This is an optimization exercise on Yosys and OpenROAD, whose aim is small area and a short achievable clock period, not a production implementation. In this exercise RTL edits were held to simulation tests only and were not proved equivalent to the original.

### flow/config.mk
export PLATFORM = sky130hd
export DESIGN_NAME = Circle_Area_Calculator
export DESIGN_NICKNAME = Circle_Area_Calculator
export VERILOG_FILES = /design/flow/design.v
export SDC_FILE = /design/flow/constraint.sdc
export NUM_CORES = 4
export LEC_CHECK = 0
export CAP_MARGIN = 20
export CORE_MARGIN = 2
export CORE_UTILIZATION = 40
export SLEW_MARGIN = 20
export SYNTH_HIERARCHICAL = 1
export SYNTH_MINIMUM_KEEP_SIZE = 0
### flow/constraint.sdc
create_clock -name core_clock -period 30.0 [get_ports {clk}]
set_input_delay 6.0000 -clock core_clock [delete_from_list [all_inputs] [get_ports {clk}]]
set_output_delay 6.0000 -clock core_clock [all_outputs]
set_load 0.01 [all_outputs]
### flow/design.v
module Circle_Area_Calculator(clk, rst, radius, area);
  input wire clk, rst;
  input wire [31:0] radius;
  output reg [31:0] area;
  wire [22:0] r = radius[22:0];
  wire p47 = r >= 23'h3504f4;
  wire np47 = ~p47;
  wire ge_a = r >= 23'h106ebf;
  wire ge_b = r >= 23'h4c422f;
  wire ge_c = r >= 23'h4c4230;
  wire q47 = (ge_a & ~p47) | ge_c;
  wire nq47 = ~q47;
  wire [7:0] expo = {radius[29:23], 1'b0} + 8'd130 + {7'd0, ge_a} + {7'd0, ge_b};
  wire [22:0] nm1;
  wire pp1 = r[0] & r[1];
  wire pp2 = r[0] & r[2];
  wire pp3 = r[0] & r[3];
  wire pp4 = r[0] & r[4];
  wire pp5 = r[0] & r[5];
  wire pp6 = r[0] & r[6];
  wire pp7 = r[0] & r[7];
  wire pp8 = r[0] & r[8];
  wire pp9 = r[0] & r[9];
  wire pp10 = r[0] & r[10];
  wire pp11 = r[0] & r[11];
  wire pp12 = r[0] & r[12];
  wire pp13 = r[0] & r[13];
  wire pp14 = r[0] & r[14];
  wire pp15 = r[0] & r[15];
  wire pp16 = r[0] & r[16];
  wire pp17 = r[0] & r[17];
  wire pp18 = r[0] & r[18];
  wire pp19 = r[0] & r[19];
  wire pp20 = r[0] & r[20];
  wire pp21 = r[0] & r[21];
  wire pp22 = r[0] & r[22];
  wire pp23 = r[1] & r[2];
  wire pp24 = r[1] & r[3];
  wire pp25 = r[1] & r[4];
  wire pp26 = r[1] & r[5];
  wire pp27 = r[1] & r[6];
  wire pp28 = r[1] & r[7];
  wire pp29 = r[1] & r[8];
  wire pp30 = r[1] & r[9];
  wire pp31 = r[1] & r[10];
  wire pp32 = r[1] & r[11];
  wire pp33 = r[1] & r[12];
  wire pp34 = r[1] & r[13];
  wire pp35 = r[1] & r[14];
  wire pp36 = r[1] & r[15];
  wire pp37 = r[1] & r[16];
  wire pp38 = r[1] & r[17];
  wire pp39 = r[1] & r[18];
  wire pp40 = r[1] & r[19];
  wire pp41 = r[1] & r[20];
  wire pp42 = r[1] & r[21];
  wire pp43 = r[1] & r[22];
  wire pp44 = r[2] & r[3];
  wire pp45 = r[2] & r[4];
  wire pp46 = r[2] & r[5];
  wire pp47 = r[2] & r[6];
  wire pp48 = r[2] & r[7];
  wire pp49 = r[2] & r[8];
  wire pp50 = r[2] & r[9];
  wire pp51 = r[2] & r[10];
  wire pp52 = r[2] & r[11];
  wire pp53 = r[2] & r[12];
  wire pp54 = r[2] & r[13];
  wire pp55 = r[2] & r[14];
  wire pp56 = r[2] & r[15];
  wire pp57 = r[2] & r[16];
  wire pp58 = r[2] & r[17];
  wire pp59 = r[2] & r[18];
  wire pp60 = r[2] & r[19];
  wire pp61 = r[2] & r[20];
  wire pp62 = r[2] & r[21];
  wire pp63 = r[2] & r[22];
  wire pp64 = r[3] & r[4];
  wire pp65 = r[3] & r[5];
  wire pp66 = r[3] & r[6];
  wire pp67 = r[3] & r[7];
  wire pp68 = r[3] & r[8];
  wire pp69 = r[3] & r[9];
  wire pp70 = r[3] & r[10];
  wire pp71 = r[3] & r[11];
  wire pp72 = r[3] & r[12];
  wire pp73 = r[3] & r[13];
  wire pp74 = r[3] & r[14];
  wire pp75 = r[3] & r[15];
  wire pp76 = r[3] & r[16];
  wire pp77 = r[3] & r[17];
  wire pp78 = r[3] & r[18];
  wire pp79 = r[3] & r[19];
  wire pp80 = r[3] & r[20];
  wire pp81 = r[3] & r[21];
  wire pp82 = r[3] & r[22];
  wire pp83 = r[4] & r[5];
  wire pp84 = r[4] & r[6];
  wire pp85 = r[4] & r[7];
  wire pp86 = r[4] & r[8];
  wire pp87 = r[4] & r[9];
  wire pp88 = r[4] & r[10];
  wire pp89 = r[4] & r[11];
  wire pp90 = r[4] & r[12];
  wire pp91 = r[4] & r[13];
  wire pp92 = r[4] & r[14];
  wire pp93 = r[4] & r[15];
  wire pp94 = r[4] & r[16];
  wire pp95 = r[4] & r[17];
  wire pp96 = r[4] & r[18];
  wire pp97 = r[4] & r[19];
  wire pp98 = r[4] & r[20];
  wire pp99 = r[4] & r[21];
  wire pp100 = r[4] & r[22];
  wire pp101 = r[5] & r[6];
  wire pp102 = r[5] & r[7];
  wire pp103 = r[5] & r[8];
  wire pp104 = r[5] & r[9];
  wire pp105 = r[5] & r[10];
  wire pp106 = r[5] & r[11];
  wire pp107 = r[5] & r[12];
  wire pp108 = r[5] & r[13];
  wire pp109 = r[5] & r[14];
  wire pp110 = r[5] & r[15];
  wire pp111 = r[5] & r[16];
  wire pp112 = r[5] & r[17];
  wire pp113 = r[5] & r[18];
  wire pp114 = r[5] & r[19];
  wire pp115 = r[5] & r[20];
  wire pp116 = r[5] & r[21];
  wire pp117 = r[5] & r[22];
  wire pp118 = r[6] & r[7];
  wire pp119 = r[6] & r[8];
  wire pp120 = r[6] & r[9];
  wire pp121 = r[6] & r[10];
  wire pp122 = r[6] & r[11];
  wire pp123 = r[6] & r[12];
  wire pp124 = r[6] & r[13];
  wire pp125 = r[6] & r[14];
  wire pp126 = r[6] & r[15];
  wire pp127 = r[6] & r[16];
  wire pp128 = r[6] & r[17];
  wire pp129 = r[6] & r[18];
  wire pp130 = r[6] & r[19];
  wire pp131 = r[6] & r[20];
  wire pp132 = r[6] & r[21];
  wire pp133 = r[6] & r[22];
  wire pp134 = r[7] & r[8];
  wire pp135 = r[7] & r[9];
  wire pp136 = r[7] & r[10];
  wire pp137 = r[7] & r[11];
  wire pp138 = r[7] & r[12];
  wire pp139 = r[7] & r[13];
  wire pp140 = r[7] & r[14];
  wire pp141 = r[7] & r[15];
  wire pp142 = r[7] & r[16];
  wire pp143 = r[7] & r[17];
  wire pp144 = r[7] & r[18];
  wire pp145 = r[7] & r[19];
  wire pp146 = r[7] & r[20];
  wire pp147 = r[7] & r[21];
  wire pp148 = r[7] & r[22];
  wire pp149 = r[8] & r[9];
  wire pp150 = r[8] & r[10];
  wire pp151 = r[8] & r[11];
  wire pp152 = r[8] & r[12];
  wire pp153 = r[8] & r[13];
  wire pp154 = r[8] & r[14];
  wire pp155 = r[8] & r[15];
  wire pp156 = r[8] & r[16];
  wire pp157 = r[8] & r[17];
  wire pp158 = r[8] & r[18];
  wire pp159 = r[8] & r[19];
  wire pp160 = r[8] & r[20];
  wire pp161 = r[8] & r[21];
  wire pp162 = r[8] & r[22];
  wire pp163 = r[9] & r[10];
  wire pp164 = r[9] & r[11];
  wire pp165 = r[9] & r[12];
  wire pp166 = r[9] & r[13];
  wire pp167 = r[9] & r[14];
  wire pp168 = r[9] & r[15];
  wire pp169 = r[9] & r[16];
  wire pp170 = r[9] & r[17];
  wire pp171 = r[9] & r[18];
  wire pp172 = r[9] & r[19];
  wire pp173 = r[9] & r[20];
  wire pp174 = r[9] & r[21];
  wire pp175 = r[9] & r[22];
  wire pp176 = r[10] & r[11];
  wire pp177 = r[10] & r[12];
  wire pp178 = r[10] & r[13];
  wire pp179 = r[10] & r[14];
  wire pp180 = r[10] & r[15];
  wire pp181 = r[10] & r[16];
  wire pp182 = r[10] & r[17];
  wire pp183 = r[10] & r[18];
  wire pp184 = r[10] & r[19];
  wire pp185 = r[10] & r[20];
  wire pp186 = r[10] & r[21];
  wire pp187 = r[10] & r[22];
  wire pp188 = r[11] & r[12];
  wire pp189 = r[11] & r[13];
  wire pp190 = r[11] & r[14];
  wire pp191 = r[11] & r[15];
  wire pp192 = r[11] & r[16];
  wire pp193 = r[11] & r[17];
  wire pp194 = r[11] & r[18];
  wire pp195 = r[11] & r[19];
  wire pp196 = r[11] & r[20];
  wire pp197 = r[11] & r[21];
  wire pp198 = r[11] & r[22];
  wire pp199 = r[12] & r[13];
  wire pp200 = r[12] & r[14];
  wire pp201 = r[12] & r[15];
  wire pp202 = r[12] & r[16];
  wire pp203 = r[12] & r[17];
  wire pp204 = r[12] & r[18];
  wire pp205 = r[12] & r[19];
  wire pp206 = r[12] & r[20];
  wire pp207 = r[12] & r[21];
  wire pp208 = r[12] & r[22];
  wire pp209 = r[13] & r[14];
  wire pp210 = r[13] & r[15];
  wire pp211 = r[13] & r[16];
  wire pp212 = r[13] & r[17];
  wire pp213 = r[13] & r[18];
  wire pp214 = r[13] & r[19];
  wire pp215 = r[13] & r[20];
  wire pp216 = r[13] & r[21];
  wire pp217 = r[13] & r[22];
  wire pp218 = r[14] & r[15];
  wire pp219 = r[14] & r[16];
  wire pp220 = r[14] & r[17];
  wire pp221 = r[14] & r[18];
  wire pp222 = r[14] & r[19];
  wire pp223 = r[14] & r[20];
  wire pp224 = r[14] & r[21];
  wire pp225 = r[14] & r[22];
  wire pp226 = r[15] & r[16];
  wire pp227 = r[15] & r[17];
  wire pp228 = r[15] & r[18];
  wire pp229 = r[15] & r[19];
  wire pp230 = r[15] & r[20];
  wire pp231 = r[15] & r[21];
  wire pp232 = r[15] & r[22];
  wire pp233 = r[16] & r[17];
  wire pp234 = r[16] & r[18];
  wire pp235 = r[16] & r[19];
  wire pp236 = r[16] & r[20];
  wire pp237 = r[16] & r[21];
  wire pp238 = r[16] & r[22];
  wire pp239 = r[17] & r[18];
  wire pp240 = r[17] & r[19];
  wire pp241 = r[17] & r[20];
  wire pp242 = r[17] & r[21];
  wire pp243 = r[17] & r[22];
  wire pp244 = r[18] & r[19];
  wire pp245 = r[18] & r[20];
  wire pp246 = r[18] & r[21];
  wire pp247 = r[18] & r[22];
  wire pp248 = r[19] & r[20];
  wire pp249 = r[19] & r[21];
  wire pp250 = r[19] & r[22];
  wire pp251 = r[20] & r[21];
  wire pp252 = r[20] & r[22];
  wire pp253 = r[21] & r[22];
  wire fs254, fc254;
  FA u254 (r[2], pp3, pp23, fs254, fc254);
  wire fs255, fc255;
  HA u255 (pp4, pp24, fs255, fc255);
  wire fs256, fc256;
  FA u256 (r[3], pp5, pp25, fs256, fc256);
  wire fs257, fc257;
  HA u257 (pp44, fc255, fs257, fc257);
  wire fs258, fc258;
  FA u258 (pp6, pp26, pp45, fs258, fc258);
  wire fs259, fc259;
  HA u259 (fc256, fs258, fs259, fc259);
  wire fs260, fc260;
  FA u260 (r[4], pp7, pp27, fs260, fc260);
  wire fs261, fc261;
  FA u261 (pp46, pp64, fc258, fs261, fc261);
  wire fs262, fc262;
  HA u262 (fs260, fc259, fs262, fc262);
  wire fs263, fc263;
  FA u263 (pp8, pp28, pp47, fs263, fc263);
  wire fs264, fc264;
  FA u264 (pp65, fc260, fs263, fs264, fc264);
  wire fs265, fc265;
  HA u265 (fc261, fs264, fs265, fc265);
  wire fs266, fc266;
  FA u266 (r[5], pp9, pp29, fs266, fc266);
  wire fs267, fc267;
  FA u267 (pp48, pp66, pp83, fs267, fc267);
  wire fs268, fc268;
  FA u268 (fc263, fs266, fs267, fs268, fc268);
  wire fs269, fc269;
  HA u269 (fc264, fs268, fs269, fc269);
  wire fs270, fc270;
  FA u270 (pp10, pp30, pp49, fs270, fc270);
  wire fs271, fc271;
  FA u271 (pp67, pp84, fc266, fs271, fc271);
  wire fs272, fc272;
  FA u272 (fc267, fs270, fc268, fs272, fc272);
  wire fs273, fc273;
  FA u273 (fs271, fc269, fs272, fs273, fc273);
  wire fs274, fc274;
  FA u274 (r[6], pp11, pp31, fs274, fc274);
  wire fs275, fc275;
  FA u275 (pp50, pp68, pp85, fs275, fc275);
  wire fs276, fc276;
  FA u276 (pp101, fc270, fs274, fs276, fc276);
  wire fs277, fc277;
  FA u277 (fs275, fc271, fs276, fs277, fc277);
  wire fs278, fc278;
  HA u278 (fc272, fs277, fs278, fc278);
  wire fs279, fc279;
  FA u279 (pp12, pp32, pp51, fs279, fc279);
  wire fs280, fc280;
  FA u280 (pp69, pp86, pp102, fs280, fc280);
  wire fs281, fc281;
  FA u281 (fc274, fc275, fs279, fs281, fc281);
  wire fs282, fc282;
  FA u282 (fs280, fc276, fs281, fs282, fc282);
  wire fs283, fc283;
  HA u283 (fc277, fs282, fs283, fc283);
  wire fs284, fc284;
  FA u284 (r[7], pp13, pp33, fs284, fc284);
  wire fs285, fc285;
  FA u285 (pp52, pp70, pp87, fs285, fc285);
  wire fs286, fc286;
  FA u286 (pp103, pp118, fc279, fs286, fc286);
  wire fs287, fc287;
  FA u287 (fc280, fs284, fs285, fs287, fc287);
  wire fs288, fc288;
  FA u288 (fc281, fs286, fs287, fs288, fc288);
  wire fs289, fc289;
  HA u289 (fc282, fs288, fs289, fc289);
  wire fs290, fc290;
  FA u290 (pp14, pp34, pp53, fs290, fc290);
  wire fs291, fc291;
  FA u291 (pp71, pp88, pp104, fs291, fc291);
  wire fs292, fc292;
  FA u292 (pp119, fc284, fc285, fs292, fc292);
  wire fs293, fc293;
  FA u293 (fs290, fs291, fc286, fs293, fc293);
  wire fs294, fc294;
  FA u294 (fc287, fs292, fs293, fs294, fc294);
  wire fs295, fc295;
  FA u295 (fc288, fc289, fs294, fs295, fc295);
  wire fs296, fc296;
  FA u296 (r[8], pp15, pp35, fs296, fc296);
  wire fs297, fc297;
  FA u297 (pp54, pp72, pp89, fs297, fc297);
  wire fs298, fc298;
  FA u298 (pp105, pp120, pp134, fs298, fc298);
  wire fs299, fc299;
  FA u299 (fc290, fc291, fs296, fs299, fc299);
  wire fs300, fc300;
  FA u300 (fs297, fs298, fc292, fs300, fc300);
  wire fs301, fc301;
  FA u301 (fs299, fc293, fs300, fs301, fc301);
  wire fs302, fc302;
  HA u302 (fc294, fs301, fs302, fc302);
  wire fs303, fc303;
  FA u303 (pp16, pp36, pp55, fs303, fc303);
  wire fs304, fc304;
  FA u304 (pp73, pp90, pp106, fs304, fc304);
  wire fs305, fc305;
  FA u305 (pp121, pp135, fc296, fs305, fc305);
  wire fs306, fc306;
  FA u306 (fc297, fc298, fs303, fs306, fc306);
  wire fs307, fc307;
  FA u307 (fs304, fc299, fs305, fs307, fc307);
  wire fs308, fc308;
  FA u308 (fs306, fc300, fs307, fs308, fc308);
  wire fs309, fc309;
  HA u309 (fc301, fs308, fs309, fc309);
  wire fs310, fc310;
  FA u310 (r[9], pp17, pp37, fs310, fc310);
  wire fs311, fc311;
  FA u311 (pp56, pp74, pp91, fs311, fc311);
  wire fs312, fc312;
  FA u312 (pp107, pp122, pp136, fs312, fc312);
  wire fs313, fc313;
  FA u313 (pp149, fc303, fc304, fs313, fc313);
  wire fs314, fc314;
  FA u314 (fs310, fs311, fs312, fs314, fc314);
  wire fs315, fc315;
  FA u315 (fc305, fc306, fs313, fs315, fc315);
  wire fs316, fc316;
  FA u316 (fs314, fc307, fs315, fs316, fc316);
  wire fs317, fc317;
  HA u317 (fc308, fs316, fs317, fc317);
  wire fs318, fc318;
  FA u318 (pp18, pp38, pp57, fs318, fc318);
  wire fs319, fc319;
  FA u319 (pp75, pp92, pp108, fs319, fc319);
  wire fs320, fc320;
  FA u320 (pp123, pp137, pp150, fs320, fc320);
  wire fs321, fc321;
  FA u321 (fc310, fc311, fc312, fs321, fc321);
  wire fs322, fc322;
  FA u322 (fs318, fs319, fs320, fs322, fc322);
  wire fs323, fc323;
  FA u323 (fc313, fc314, fs321, fs323, fc323);
  wire fs324, fc324;
  FA u324 (fs322, fc315, fs323, fs324, fc324);
  wire fs325, fc325;
  HA u325 (fc316, fs324, fs325, fc325);
  wire fs326, fc326;
  FA u326 (r[10], pp19, pp39, fs326, fc326);
  wire fs327, fc327;
  FA u327 (pp58, pp76, pp93, fs327, fc327);
  wire fs328, fc328;
  FA u328 (pp109, pp124, pp138, fs328, fc328);
  wire fs329, fc329;
  FA u329 (pp151, pp163, fc318, fs329, fc329);
  wire fs330, fc330;
  FA u330 (fc319, fc320, fs326, fs330, fc330);
  wire fs331, fc331;
  FA u331 (fs327, fs328, fc321, fs331, fc331);
  wire fs332, fc332;
  FA u332 (fc322, fs329, fs330, fs332, fc332);
  wire fs333, fc333;
  FA u333 (fc323, fs331, fs332, fs333, fc333);
  wire fs334, fc334;
  HA u334 (fc324, fs333, fs334, fc334);
  wire fs335, fc335;
  FA u335 (pp20, pp40, pp59, fs335, fc335);
  wire fs336, fc336;
  FA u336 (pp77, pp94, pp110, fs336, fc336);
  wire fs337, fc337;
  FA u337 (pp125, pp139, pp152, fs337, fc337);
  wire fs338, fc338;
  FA u338 (pp164, fc326, fc327, fs338, fc338);
  wire fs339, fc339;
  FA u339 (fc328, fs335, fs336, fs339, fc339);
  wire fs340, fc340;
  FA u340 (fs337, fc329, fc330, fs340, fc340);
  wire fs341, fc341;
  FA u341 (fs338, fs339, fc331, fs341, fc341);
  wire fs342, fc342;
  FA u342 (fs340, fc332, fs341, fs342, fc342);
  wire fs343, fc343;
  FA u343 (fc333, fc334, fs342, fs343, fc343);
  wire fs344 = ~(r[11] ^ pp21);
  wire fc344 = r[11] | pp21;
  wire fs345, fc345;
  FA u345 (pp41, pp60, pp78, fs345, fc345);
  wire fs346, fc346;
  FA u346 (pp95, pp111, pp126, fs346, fc346);
  wire fs347, fc347;
  FA u347 (pp140, pp153, pp165, fs347, fc347);
  wire fs348, fc348;
  FA u348 (pp176, fs344, fc335, fs348, fc348);
  wire fs349, fc349;
  FA u349 (fc336, fc337, fs345, fs349, fc349);
  wire fs350, fc350;
  FA u350 (fs346, fs347, fc338, fs350, fc350);
  wire fs351, fc351;
  FA u351 (fc339, fs348, fs349, fs351, fc351);
  wire fs352, fc352;
  FA u352 (fc340, fs350, p47, fs352, fc352);
  wire fs353, fc353;
  FA u353 (fs351, fc341, fs352, fs353, fc353);
  wire fs354, fc354;
  HA u354 (fc342, fs353, fs354, fc354);
  wire fs355, fc355;
  FA u355 (pp22, pp42, pp61, fs355, fc355);
  wire fs356, fc356;
  FA u356 (pp79, pp96, pp112, fs356, fc356);
  wire fs357, fc357;
  FA u357 (pp127, pp141, pp154, fs357, fc357);
  wire fs358, fc358;
  FA u358 (pp166, pp177, fc344, fs358, fc358);
  wire fs359, fc359;
  FA u359 (fc345, fc346, fc347, fs359, fc359);
  wire fs360, fc360;
  FA u360 (fs355, fs356, fs357, fs360, fc360);
  wire fs361, fc361;
  FA u361 (fs358, fc348, fc349, fs361, fc361);
  wire fs362, fc362;
  FA u362 (fs359, fs360, fc350, fs362, fc362);
  wire fs363, fc363;
  FA u363 (fs361, fc351, fs362, fs363, fc363);
  wire fs364, fc364;
  FA u364 (fc352, fs363, fc353, fs364, fc364);
  wire fs365, fc365;
  FA u365 (r[0], r[12], pp43, fs365, fc365);
  wire fs366, fc366;
  FA u366 (pp62, pp80, pp97, fs366, fc366);
  wire fs367, fc367;
  FA u367 (pp113, pp128, pp142, fs367, fc367);
  wire fs368, fc368;
  FA u368 (pp155, pp167, pp178, fs368, fc368);
  wire fs369, fc369;
  FA u369 (pp188, fc355, fc356, fs369, fc369);
  wire fs370, fc370;
  FA u370 (fc357, fs365, fs366, fs370, fc370);
  wire fs371, fc371;
  FA u371 (fs367, fs368, fc358, fs371, fc371);
  wire fs372, fc372;
  FA u372 (fc359, fc360, fs369, fs372, fc372);
  wire fs373, fc373;
  FA u373 (fs370, fs371, fc361, fs373, fc373);
  wire fs374, fc374;
  FA u374 (fs372, fc362, fs373, fs374, fc374);
  wire fs375, fc375;
  HA u375 (fc363, fs374, fs375, fc375);
  wire fs376, fc376;
  FA u376 (r[1], pp63, pp81, fs376, fc376);
  wire fs377, fc377;
  FA u377 (pp98, pp114, pp129, fs377, fc377);
  wire fs378, fc378;
  FA u378 (pp143, pp156, pp168, fs378, fc378);
  wire fs379, fc379;
  FA u379 (pp179, pp189, fc365, fs379, fc379);
  wire fs380, fc380;
  FA u380 (fc366, fc367, fc368, fs380, fc380);
  wire fs381, fc381;
  FA u381 (fs376, fs377, fs378, fs381, fc381);
  wire fs382, fc382;
  FA u382 (fc369, fc370, fs379, fs382, fc382);
  wire fs383, fc383;
  FA u383 (fs380, fs381, fc371, fs383, fc383);
  wire fs384, fc384;
  FA u384 (fc372, fs382, fs383, fs384, fc384);
  wire fs385, fc385;
  FA u385 (fc373, fs384, fc374, fs385, fc385);
  wire fs386, fc386;
  FA u386 (r[2], r[13], pp82, fs386, fc386);
  wire fs387, fc387;
  FA u387 (pp99, pp115, pp130, fs387, fc387);
  wire fs388, fc388;
  FA u388 (pp144, pp157, pp169, fs388, fc388);
  wire fs389, fc389;
  FA u389 (pp180, pp190, pp199, fs389, fc389);
  wire fs390, fc390;
  FA u390 (fc376, fc377, fc378, fs390, fc390);
  wire fs391, fc391;
  FA u391 (fs386, fs387, fs388, fs391, fc391);
  wire fs392, fc392;
  FA u392 (fs389, fc379, fc380, fs392, fc392);
  wire fs393, fc393;
  FA u393 (fc381, fs390, fs391, fs393, fc393);
  wire fs394, fc394;
  FA u394 (fc382, fs392, fs393, fs394, fc394);
  wire fs395, fc395;
  FA u395 (fc383, fs394, fc384, fs395, fc395);
  wire fs396, fc396;
  FA u396 (r[3], pp100, pp116, fs396, fc396);
  wire fs397, fc397;
  FA u397 (pp131, pp145, pp158, fs397, fc397);
  wire fs398, fc398;
  FA u398 (pp170, pp181, pp191, fs398, fc398);
  wire fs399, fc399;
  FA u399 (pp200, fc386, fc387, fs399, fc399);
  wire fs400, fc400;
  FA u400 (fc388, fc389, fs396, fs400, fc400);
  wire fs401, fc401;
  FA u401 (fs397, fs398, fc390, fs401, fc401);
  wire fs402, fc402;
  FA u402 (fc391, fs399, fs400, fs402, fc402);
  wire fs403, fc403;
  FA u403 (fc392, fs401, fc393, fs403, fc403);
  wire fs404, fc404;
  FA u404 (fs402, fc394, fs403, fs404, fc404);
  wire fs405, fc405;
  FA u405 (r[4], r[14], pp117, fs405, fc405);
  wire fs406, fc406;
  FA u406 (pp132, pp146, pp159, fs406, fc406);
  wire fs407, fc407;
  FA u407 (pp171, pp182, pp192, fs407, fc407);
  wire fs408, fc408;
  FA u408 (pp201, pp209, fc396, fs408, fc408);
  wire fs409, fc409;
  FA u409 (fc397, fc398, fs405, fs409, fc409);
  wire fs410, fc410;
  FA u410 (fs406, fs407, fc399, fs410, fc410);
  wire fs411, fc411;
  FA u411 (fc400, fs408, fs409, fs411, fc411);
  wire fs412, fc412;
  FA u412 (fc401, fs410, fc402, fs412, fc412);
  wire fs413, fc413;
  FA u413 (fs411, fc403, fs412, fs413, fc413);
  wire fs414, fc414;
  FA u414 (r[5], pp133, pp147, fs414, fc414);
  wire fs415, fc415;
  FA u415 (pp160, pp172, pp183, fs415, fc415);
  wire fs416, fc416;
  FA u416 (pp193, pp202, pp210, fs416, fc416);
  wire fs417, fc417;
  FA u417 (fc405, fc406, fc407, fs417, fc417);
  wire fs418, fc418;
  FA u418 (fs414, fs415, fs416, fs418, fc418);
  wire fs419, fc419;
  FA u419 (fc408, fc409, fs417, fs419, fc419);
  wire fs420, fc420;
  FA u420 (fs418, fc410, fs419, fs420, fc420);
  wire fs421, fc421;
  FA u421 (fc411, fc412, fs420, fs421, fc421);
  wire fs422, fc422;
  FA u422 (r[6], r[15], pp148, fs422, fc422);
  wire fs423, fc423;
  FA u423 (pp161, pp173, pp184, fs423, fc423);
  wire fs424, fc424;
  FA u424 (pp194, pp203, pp211, fs424, fc424);
  wire fs425, fc425;
  FA u425 (pp218, fc414, fc415, fs425, fc425);
  wire fs426, fc426;
  FA u426 (fc416, fs422, fs423, fs426, fc426);
  wire fs427, fc427;
  FA u427 (fs424, fc417, fc418, fs427, fc427);
  wire fs428, fc428;
  FA u428 (fs425, fs426, fc419, fs428, fc428);
  wire fs429, fc429;
  FA u429 (fs427, fs428, fc420, fs429, fc429);
  wire fs430, fc430;
  FA u430 (r[7], pp162, pp174, fs430, fc430);
  wire fs431, fc431;
  FA u431 (pp185, pp195, pp204, fs431, fc431);
  wire fs432, fc432;
  FA u432 (pp212, pp219, fc422, fs432, fc432);
  wire fs433, fc433;
  FA u433 (fc423, fc424, fs430, fs433, fc433);
  wire fs434, fc434;
  FA u434 (fs431, fc425, fc426, fs434, fc434);
  wire fs435, fc435;
  FA u435 (fs432, fs433, fc427, fs435, fc435);
  wire fs436, fc436;
  FA u436 (fs434, fc428, fs435, fs436, fc436);
  wire fs437, fc437;
  FA u437 (r[8], r[16], pp175, fs437, fc437);
  wire fs438, fc438;
  FA u438 (pp186, pp196, pp205, fs438, fc438);
  wire fs439, fc439;
  FA u439 (pp213, pp220, pp226, fs439, fc439);
  wire fs440, fc440;
  FA u440 (fc430, fc431, fs437, fs440, fc440);
  wire fs441, fc441;
  FA u441 (fs438, fs439, fc432, fs441, fc441);
  wire fs442, fc442;
  FA u442 (fc433, fs440, fc434, fs442, fc442);
  wire fs443, fc443;
  FA u443 (fs441, fc435, fs442, fs443, fc443);
  wire fs444, fc444;
  FA u444 (r[9], pp187, pp197, fs444, fc444);
  wire fs445, fc445;
  FA u445 (pp206, pp214, pp221, fs445, fc445);
  wire fs446, fc446;
  FA u446 (pp227, fc437, fc438, fs446, fc446);
  wire fs447, fc447;
  FA u447 (fc439, fs444, fs445, fs447, fc447);
  wire fs448, fc448;
  FA u448 (fc440, fs446, fs447, fs448, fc448);
  wire fs449, fc449;
  FA u449 (fc441, fs448, fc442, fs449, fc449);
  wire fs450, fc450;
  FA u450 (r[10], r[17], pp198, fs450, fc450);
  wire fs451, fc451;
  FA u451 (pp207, pp215, pp222, fs451, fc451);
  wire fs452, fc452;
  FA u452 (pp228, pp233, fc444, fs452, fc452);
  wire fs453, fc453;
  FA u453 (fc445, fs450, fs451, fs453, fc453);
  wire fs454, fc454;
  FA u454 (fc446, fc447, fs452, fs454, fc454);
  wire fs455, fc455;
  FA u455 (fs453, fs454, fc448, fs455, fc455);
  wire fs456, fc456;
  FA u456 (r[11], pp208, pp216, fs456, fc456);
  wire fs457, fc457;
  FA u457 (pp223, pp229, pp234, fs457, fc457);
  wire fs458, fc458;
  FA u458 (fc450, fc451, fs456, fs458, fc458);
  wire fs459, fc459;
  FA u459 (fs457, fc452, fc453, fs459, fc459);
  wire fs460, fc460;
  FA u460 (fs458, fc454, fs459, fs460, fc460);
  wire fs461, fc461;
  FA u461 (r[12], r[18], pp217, fs461, fc461);
  wire fs462, fc462;
  FA u462 (pp224, pp230, pp235, fs462, fc462);
  wire fs463, fc463;
  FA u463 (pp239, fc456, fc457, fs463, fc463);
  wire fs464, fc464;
  FA u464 (fs461, fs462, fc458, fs464, fc464);
  wire fs465, fc465;
  FA u465 (fs463, fc459, fs464, fs465, fc465);
  wire fs466, fc466;
  FA u466 (r[13], pp225, pp231, fs466, fc466);
  wire fs467, fc467;
  FA u467 (pp236, pp240, fc461, fs467, fc467);
  wire fs468, fc468;
  FA u468 (fc462, fs466, fc463, fs468, fc468);
  wire fs469, fc469;
  FA u469 (fs467, fc464, fs468, fs469, fc469);
  wire fs470, fc470;
  FA u470 (r[14], r[19], pp232, fs470, fc470);
  wire fs471, fc471;
  FA u471 (pp237, pp241, pp244, fs471, fc471);
  wire fs472, fc472;
  FA u472 (fc466, fs470, fs471, fs472, fc472);
  wire fs473, fc473;
  FA u473 (fc467, fs472, fc468, fs473, fc473);
  wire fs474, fc474;
  FA u474 (r[15], pp238, pp242, fs474, fc474);
  wire fs475, fc475;
  FA u475 (pp245, fc470, fc471, fs475, fc475);
  wire fs476, fc476;
  FA u476 (fs474, fc472, fs475, fs476, fc476);
  wire fs477, fc477;
  FA u477 (r[16], r[20], pp243, fs477, fc477);
  wire fs478, fc478;
  FA u478 (pp246, pp248, fc474, fs478, fc478);
  wire fs479, fc479;
  FA u479 (fs477, fc475, fs478, fs479, fc479);
  wire fs480, fc480;
  FA u480 (r[17], pp247, pp249, fs480, fc480);
  wire fs481, fc481;
  FA u481 (fc477, fs480, fc478, fs481, fc481);
  wire fs482, fc482;
  FA u482 (r[18], r[21], pp250, fs482, fc482);
  wire fs483, fc483;
  FA u483 (pp251, fc480, fs482, fs483, fc483);
  wire fs484, fc484;
  FA u484 (r[19], pp252, fc482, fs484, fc484);
  wire fs485, fc485;
  FA u485 (r[20], r[22], pp253, fs485, fc485);
  wire [47:0] s1a = {1'b0, r[22], r[21], fc484, fc483, fc481, fc479, fc476, fc473, fc469, fc465, fc460, fc455, fc449, fc443, fc436, fc429, fc421, fc413, fc404, fc395, fc385, fc375, fc364, fc354, fc343, fs343, fc325, fc317, fc309, fc302, fc295, fs295, fc283, fc278, fc273, fs273, fc265, fc262, fs261, fc257, fs256, fc254, fs254, pp2, pp1, 1'b0, r[0]};
  wire [47:0] s1b = {1'b0, 1'b1, fc485, fs485, fs484, fs483, fs481, fs479, fs476, fs473, fs469, fs465, fs460, fs455, fs449, fs443, fs436, fs429, fs421, fs413, fs404, fs395, fs385, fs375, fs364, fs354, 1'b0, fs334, fs325, fs317, fs309, fs302, 1'b0, fs289, fs283, fs278, 1'b0, fs269, fs265, fs262, fs259, fs257, fs255, 1'b0, 1'b0, r[1], 1'b0, 1'b0};
  wire [47:0] p1 = s1a + s1b;
  wire [22:0] m1 = p47 ? p1[46:24] : p1[45:23];
  wire fs486 = ~(m1[2] ^ nm1[0]);
  wire fc486 = m1[2] | nm1[0];
  wire fs487, fc487;
  HA u487 (m1[3], nm1[1], fs487, fc487);
  wire fs488, fc488;
  HA u488 (m1[4], nm1[2], fs488, fc488);
  wire fs489, fc489;
  HA u489 (m1[5], nm1[3], fs489, fc489);
  wire fs490, fc490;
  HA u490 (m1[6], nm1[4], fs490, fc490);
  wire fs491, fc491;
  HA u491 (m1[7], nm1[5], fs491, fc491);
  wire fs492, fc492;
  FA u492 (m1[0], m1[8], nm1[6], fs492, fc492);
  wire fs493, fc493;
  FA u493 (m1[1], m1[9], nm1[7], fs493, fc493);
  wire fs494, fc494;
  FA u494 (m1[2], m1[10], nm1[8], fs494, fc494);
  wire fs495, fc495;
  FA u495 (m1[3], m1[11], nm1[9], fs495, fc495);
  wire fs496, fc496;
  FA u496 (m1[0], m1[4], m1[12], fs496, fc496);
  wire fs497, fc497;
  FA u497 (nm1[10], fc495, fs496, fs497, fc497);
  wire fs498, fc498;
  FA u498 (m1[1], m1[5], m1[13], fs498, fc498);
  wire fs499, fc499;
  FA u499 (nm1[11], fc496, fs498, fs499, fc499);
  wire fs500, fc500;
  FA u500 (m1[2], m1[6], m1[14], fs500, fc500);
  wire fs501, fc501;
  FA u501 (nm1[12], fc498, fs500, fs501, fc501);
  wire fs502, fc502;
  FA u502 (m1[0], m1[3], m1[7], fs502, fc502);
  wire fs503, fc503;
  FA u503 (m1[15], nm1[13], fc500, fs503, fc503);
  wire fs504, fc504;
  FA u504 (fs502, fc501, fs503, fs504, fc504);
  wire fs505, fc505;
  FA u505 (m1[1], m1[4], m1[8], fs505, fc505);
  wire fs506, fc506;
  FA u506 (m1[16], nm1[14], fc502, fs506, fc506);
  wire fs507, fc507;
  FA u507 (fs505, fc503, fs506, fs507, fc507);
  wire fs508, fc508;
  FA u508 (m1[2], m1[5], m1[9], fs508, fc508);
  wire fs509, fc509;
  FA u509 (m1[17], nm1[15], fc505, fs509, fc509);
  wire fs510, fc510;
  FA u510 (fs508, fc506, fs509, fs510, fc510);
  wire fs511, fc511;
  FA u511 (m1[3], m1[6], m1[10], fs511, fc511);
  wire fs512, fc512;
  FA u512 (m1[18], q47, nm1[0], fs512, fc512);
  wire fs513, fc513;
  FA u513 (nm1[16], fc508, fs511, fs513, fc513);
  wire fs514, fc514;
  FA u514 (fs512, fc509, fs513, fs514, fc514);
  wire fs515 = ~(m1[4] ^ m1[7]);
  wire fc515 = m1[4] | m1[7];
  wire fs516, fc516;
  FA u516 (m1[11], m1[19], nm1[1], fs516, fc516);
  wire fs517, fc517;
  FA u517 (nm1[17], fs515, fc511, fs517, fc517);
  wire fs518, fc518;
  FA u518 (fc512, fs516, fc513, fs518, fc518);
  wire fs519, fc519;
  FA u519 (fs517, fc514, fs518, fs519, fc519);
  wire fs520, fc520;
  FA u520 (m1[0], m1[5], m1[8], fs520, fc520);
  wire fs521, fc521;
  FA u521 (m1[12], m1[20], nm1[2], fs521, fc521);
  wire fs522, fc522;
  FA u522 (nm1[18], fc515, fc516, fs522, fc522);
  wire fs523, fc523;
  FA u523 (fs520, fs521, fc517, fs523, fc523);
  wire fs524, fc524;
  FA u524 (fs522, fc518, fs523, fs524, fc524);
  wire fs525, fc525;
  FA u525 (m1[1], m1[6], m1[9], fs525, fc525);
  wire fs526, fc526;
  FA u526 (m1[13], m1[21], nm1[3], fs526, fc526);
  wire fs527, fc527;
  FA u527 (nm1[19], fc520, fc521, fs527, fc527);
  wire fs528, fc528;
  FA u528 (fs525, fs526, fc522, fs528, fc528);
  wire fs529, fc529;
  FA u529 (fs527, fc523, fs528, fs529, fc529);
  wire fs530, fc530;
  FA u530 (m1[2], m1[7], m1[10], fs530, fc530);
  wire fs531, fc531;
  FA u531 (m1[14], m1[22], nm1[4], fs531, fc531);
  wire fs532, fc532;
  FA u532 (nm1[20], fc525, fc526, fs532, fc532);
  wire fs533, fc533;
  FA u533 (fs530, fs531, fc527, fs533, fc533);
  wire fs534, fc534;
  FA u534 (fs532, fc528, fs533, fs534, fc534);
  wire fs535 = ~(m1[3] ^ m1[8]);
  wire fc535 = m1[3] | m1[8];
  wire fs536, fc536;
  FA u536 (m1[11], m1[15], nm1[5], fs536, fc536);
  wire fs537, fc537;
  FA u537 (nm1[21], fs535, fc530, fs537, fc537);
  wire fs538, fc538;
  FA u538 (fc531, fs536, fc532, fs538, fc538);
  wire fs539, fc539;
  FA u539 (fs537, fc533, fs538, fs539, fc539);
  wire fs540, fc540;
  FA u540 (m1[4], m1[9], m1[12], fs540, fc540);
  wire fs541, fc541;
  FA u541 (m1[16], nm1[6], nm1[22], fs541, fc541);
  wire fs542, fc542;
  FA u542 (fc535, fc536, fs540, fs542, fc542);
  wire fs543, fc543;
  FA u543 (fs541, fc537, fs542, fs543, fc543);
  wire fs544, fc544;
  HA u544 (fc538, fs543, fs544, fc544);
  wire fs545, fc545;
  FA u545 (m1[5], m1[10], m1[13], fs545, fc545);
  wire fs546, fc546;
  FA u546 (m1[17], nm1[7], fc540, fs546, fc546);
  wire fs547, fc547;
  FA u547 (fc541, fs545, fc542, fs547, fc547);
  wire fs548, fc548;
  FA u548 (fs546, fc543, fs547, fs548, fc548);
  wire fs549 = ~(m1[6] ^ m1[11]);
  wire fc549 = m1[6] | m1[11];
  wire fs550, fc550;
  FA u550 (m1[14], m1[18], nm1[8], fs550, fc550);
  wire fs551, fc551;
  FA u551 (fs549, fc545, fs550, fs551, fc551);
  wire fs552, fc552;
  FA u552 (fc546, fs551, fc547, fs552, fc552);
  wire fs553 = ~(m1[7] ^ m1[12]);
  wire fc553 = m1[7] | m1[12];
  wire fs554, fc554;
  FA u554 (m1[15], m1[19], nm1[9], fs554, fc554);
  wire fs555, fc555;
  FA u555 (fc549, fs553, fc550, fs555, fc555);
  wire fs556, fc556;
  FA u556 (fs554, fc551, fs555, fs556, fc556);
  wire fs557 = ~(m1[8] ^ m1[13]);
  wire fc557 = m1[8] | m1[13];
  wire fs558, fc558;
  FA u558 (m1[16], m1[20], nm1[10], fs558, fc558);
  wire fs559, fc559;
  FA u559 (fc553, fs557, fc554, fs559, fc559);
  wire fs560, fc560;
  FA u560 (fs558, fc555, fs559, fs560, fc560);
  wire fs561 = ~(m1[9] ^ m1[14]);
  wire fc561 = m1[9] | m1[14];
  wire fs562, fc562;
  FA u562 (m1[17], m1[21], nm1[11], fs562, fc562);
  wire fs563, fc563;
  FA u563 (fc557, fs561, fc558, fs563, fc563);
  wire fs564, fc564;
  FA u564 (fs562, fc559, fs563, fs564, fc564);
  wire fs565 = ~(m1[10] ^ m1[15]);
  wire fc565 = m1[10] | m1[15];
  wire fs566, fc566;
  FA u566 (m1[18], m1[22], nm1[12], fs566, fc566);
  wire fs567, fc567;
  FA u567 (fc561, fs565, fc562, fs567, fc567);
  wire fs568, fc568;
  FA u568 (fs566, fc563, fs567, fs568, fc568);
  wire fs569, fc569;
  FA u569 (m1[11], m1[16], m1[19], fs569, fc569);
  wire fs570, fc570;
  FA u570 (nm1[13], fc565, fc566, fs570, fc570);
  wire fs571, fc571;
  FA u571 (fs569, fc567, fs570, fs571, fc571);
  wire fs572, fc572;
  FA u572 (m1[12], m1[17], m1[20], fs572, fc572);
  wire fs573, fc573;
  FA u573 (nm1[14], fc569, fs572, fs573, fc573);
  wire fs574, fc574;
  HA u574 (fc570, fs573, fs574, fc574);
  wire fs575, fc575;
  FA u575 (m1[13], m1[18], m1[21], fs575, fc575);
  wire fs576, fc576;
  FA u576 (nm1[15], fc572, fs575, fs576, fc576);
  wire fs577, fc577;
  HA u577 (fc573, fs576, fs577, fc577);
  wire fs578, fc578;
  FA u578 (m1[14], m1[19], m1[22], fs578, fc578);
  wire fs579, fc579;
  FA u579 (nm1[16], fc575, fs578, fs579, fc579);
  wire fs580, fc580;
  HA u580 (fc576, fs579, fs580, fc580);
  wire fs581 = ~(m1[15] ^ m1[20]);
  wire fc581 = m1[15] | m1[20];
  wire fs582, fc582;
  FA u582 (nm1[17], fs581, fc578, fs582, fc582);
  wire fs583, fc583;
  HA u583 (fc579, fs582, fs583, fc583);
  wire fs584, fc584;
  FA u584 (m1[16], m1[21], nm1[18], fs584, fc584);
  wire fs585, fc585;
  FA u585 (fc581, fs584, fc582, fs585, fc585);
  wire fs586, fc586;
  FA u586 (m1[17], m1[22], nm1[19], fs586, fc586);
  wire fs587, fc587;
  HA u587 (fc584, fs586, fs587, fc587);
  wire fs588 = ~(m1[18] ^ nm1[20]);
  wire fc588 = m1[18] | nm1[20];
  wire fs589, fc589;
  HA u589 (fs588, fc586, fs589, fc589);
  wire fs590, fc590;
  FA u590 (m1[19], nm1[21], fc588, fs590, fc590);
  wire fs591, fc591;
  HA u591 (m1[20], nm1[22], fs591, fc591);
  wire [47:0] s2a = {1'b0, m1[22], m1[21], fc590, fc589, fc587, fc585, fc583, fc580, fc577, fc574, fc571, fc568, fc564, fc560, fc556, fc552, fc548, fc544, fc539, fc534, fc529, fc524, fc519, fs519, fc510, fc507, fc504, fs504, fc499, fc497, fs497, fc494, fc493, fc492, fc491, fc490, fc489, fc488, fc487, fc486, fs486, m1[1], m1[0], 1'b0, 1'b0, 1'b0, 1'b0};
  wire [47:0] s2b = {1'b0, 1'b1, fc591, fs591, fs590, fs589, fs587, fs585, fs583, fs580, fs577, fs574, fs571, fs568, fs564, fs560, fs556, fs552, fs548, fs544, fs539, fs534, fs529, fs524, 1'b0, fs514, fs510, fs507, 1'b0, fs501, fs499, 1'b0, fs495, fs494, fs493, fs492, fs491, fs490, fs489, fs488, fs487, 1'b0, 1'b0, 1'b0, 1'b0, 1'b0, 1'b0, 1'b0};
  wire [47:0] q1 = s2a + s2b;
  wire [22:0] mant = q47 ? q1[46:24] : q1[45:23];
  assign nm1 = ~m1;
  always @(posedge clk) begin
    if (rst)
      area <= 32'd0;
    else
      area <= {1'b0, expo, mant};
  end
endmodule
module FA(a, b, c, s, co);
  input wire a, b, c;
  output wire s, co;
  assign s = a ^ b ^ c;
  assign co = (a & b) | (a & c) | (b & c);
endmodule
module HA(a, b, s, co);
  input wire a, b;
  output wire s, co;
  assign s = a ^ b;
  assign co = a & b;
endmodule
### flow/run.sh
#!/bin/bash
# synth_recipe.tcl (not shown) runs the flow's synth.tcl, then flattens the netlist and writes it again
# the make line also repeats each setting of config.mk as NAME=value (left out here)
make -C /OpenROAD-flow-scripts/flow DESIGN_CONFIG=/design/flow/config.mk WORK_HOME=/design/flow/orfs CLKGATE_MAP_FILE= SYNTH_SCRIPT=/design/flow/synth_recipe.tcl finish
==> flow_summary.toml <==
[outcome]
run_status = "no timing/DRC/antenna violations"

[clocking]
cts_tree = "yes"
h-tree-depth = 2
cts_setup_buffers = 0
cts.sinks = 31
cts_buffers = 5
cts_resized = 0
clkTransAtPathRegs_ns = 0.05
cts_hold_buffers = 0
clockRootBuffer = "clkbuf_16"
clockBufferDepth = 2

[logic_synthesis]
syn_inst = 1414
synth.avg_cell_area_um2 = 9.75
synth_cell_types = 78
yosysWarnings = 7
synth_top_area_share_pct = 43.3
ys.flop_type = "dfxtp_1"
synthesis.area_mm2 = 0.0138
synth_nets = 1860
synth_edf_count = 0
synth_most_common_cell = "fa_1"
synth-seq-cells = 31
synth_common_cells = "298 x fa_1, 256 x and2_1, 114 x ha_1"
yosysSeqAreaShare_pct = 4.50
async_reset_ff_share_pct = 0
synth.largest_area_cell = "fa_1"
synth.area.top_cells = "fa_1 43%, and2_1 12%, ha_1 10%, dfxtp_1 4.5%, a21oi_1 2.5%"

[sta]
tns_ns = 0
worst_slack_ns = 11.79
setup_viol = 0
slew_violations = 0
hold_violations = 0
worst_slew_margin_rel_pct = 30.4
rsz0062_at_grt = "no"
post-route-period-util_pct = 60.7
finalCriticalPeriod_ns = 18.21
worst_slew_pin_slew_ns = 1.04
max_freq_mhz = 54.9

[grt]
track_usage_pct = 21.5
grt_pass1_wl_um = 61300
grt_start_max_net_pins = 48
overflow = 0
grt_pass1_vias = 11400
antenna_found_initial = 1

[final_layout]
largest_reg_flops = 31
reg_top3 = "area (31)"
area_growth_pct = 9.33
n_antenna_cell = 0
top_register = "area"
fin_nets = 1882
layout-drive-gt1-share_pct = 4.87

[worst_setup_path]
critPathCaptureType = "flop"
critPathMaxStageDelay_ns = 0.91
path_class = "in -> reg"
worstPathArrival_ns = 18.43
path_buf_inv = 1
path_delay_family = "adder cells"
critPathLaunchType = "primary input"
cp_common_cell = "fa_1"
crit_slowest_cell = "clkdlybuf4s50_1"
crit_required_ns = 30.22
worst-path-max-fanout = 22

[route]
vias = 10600
dr.pass1.iters = 5
via_per_inst = 5.60
post_drt_wl_per_cell_um = 19.6
wl_um = 37000
dr.first_iter.drc_count = 640
drc_errors = 0
ant_nets = 0

[die]
die_h_um = 190
ios = 66
core_area_mm2 = 0.0337
die-width_um = 190
std_cell_rows = 67
dieArea_mm2 = 0.0360
initial_core_util_pct = 40.9

[placed_design]
dp_hpwl_um = 28700
numPortBuffers = 62
gp_congestion = 0.891
post-place-ws_ns = 11.84

[min_path]
hold_class = "in -> reg"

[run]
drv_cap = 0
[through the flow]
stage	utilization, %	instance area (µm²)	hold slack [ns]	cells
final	44.7	15100	6.37	1885
after global routing	44.7	15100	6.39	1885
after CTS	44.7	15100	6.37	1885
after detailed placement	44.2	14900	6.66	1877
after global placement	44.2	14900	6.65	1877
after floorplan	-	13800	6.14	1414
[final timing paths]
check | slack, ns | from | cells past startpoint | endpoint
worst min-delay path | 6.37 | radius[29] | 3 | area[30]
worst max-delay path | 11.79 | radius[0] | 33 | area[22]
[layout make-up]
type / instances / area (µm²)
inverter: 58 / 218
timing repair buffer: 91 / 838
sequential: 31 / 621
fill: 3305 / 18600
clock inverter: 2 / 35.0
tap: 448 / 561
multi-input combinational: 1249 / 12700
clock buffer: 6 / 139
[layout by cell type, fill, tap and decap left out, drive strengths merged, types with 8 or more instances in the layout]
cell	n
ha	114
o21bai	13
xor2	11
nor2b	8
xnor2	23
and2	256
buf	29
a22o	8
o211ai	12
a21o	43
nand4	10
and3	12
nand2	70
clkdlybuf4s50	62
fa	298
nor2	65
o21ai	50
nand3	18
inv	58
a21oi	69
nand2b	10
a211oi	16
nor3	19
dfxtp	31
[kinds of logic after synthesis]
group | Yosys count | synth area share, %
AND/OR/NAND/NOR | 505 | 20.6
adder cells (fa/ha/maj) | 412 | 53.6
AO/OA/AOI/OAI | 289 | 14.8
buffers and inverters | 134 | 3.69
XOR/XNOR | 34 | 2.16
flip-flops | 31 | 4.50
multiplexers | 8 | 0.590
other | 1 | 0.0272
[layer usage]
metal / vias up / part of all wire, % / GRT usage [%] / routed length, µm
li1: 4855 / - / - / -
met2: 274 / 46 / 35.3 / 17200
met5: - / 0 / 0 / 0
met4: 0 / 1.4 / 3.55 / 533
met3: 34 / 4.6 / 2.73 / 1690
met1: 5400 / 48 / 31.1 / 17600
[per-module statistics from Yosys, one instance, submodules excluded]
module                  times used  flip-flops and latches  cell area (µm²)
Circle_Area_Calculator           1                      31             7450
FA                             298                       0             20.0
HA                              29                       0             12.5

## separate check: timing with driven ports
In the flow no input, the clock included, has a driving cell. The finished layout below was timed again as built, in two steps.
Step 1, drivers: a clkbuf_16 drives clk and a buf_2 each remaining input, both assumed.
Step 2 times the ports against the registers' clock, not the clock port: input delays grow and output delays shrink by t, the midpoint of the rising clock arrivals with the driver on.
Three values: ideal, step 1, step 2; two values: the first two.
shift t [ns]: 0.310
setup slack, ns: 11.791 / 11.804 / 11.494
worst setup path after step 2: input to register
worst data-port slew with drivers (ns): 0.04
After both steps setup and hold are still met in this run. The setup slack of this run moves by +0.013 ns with the drivers and by -0.297 ns with both steps.
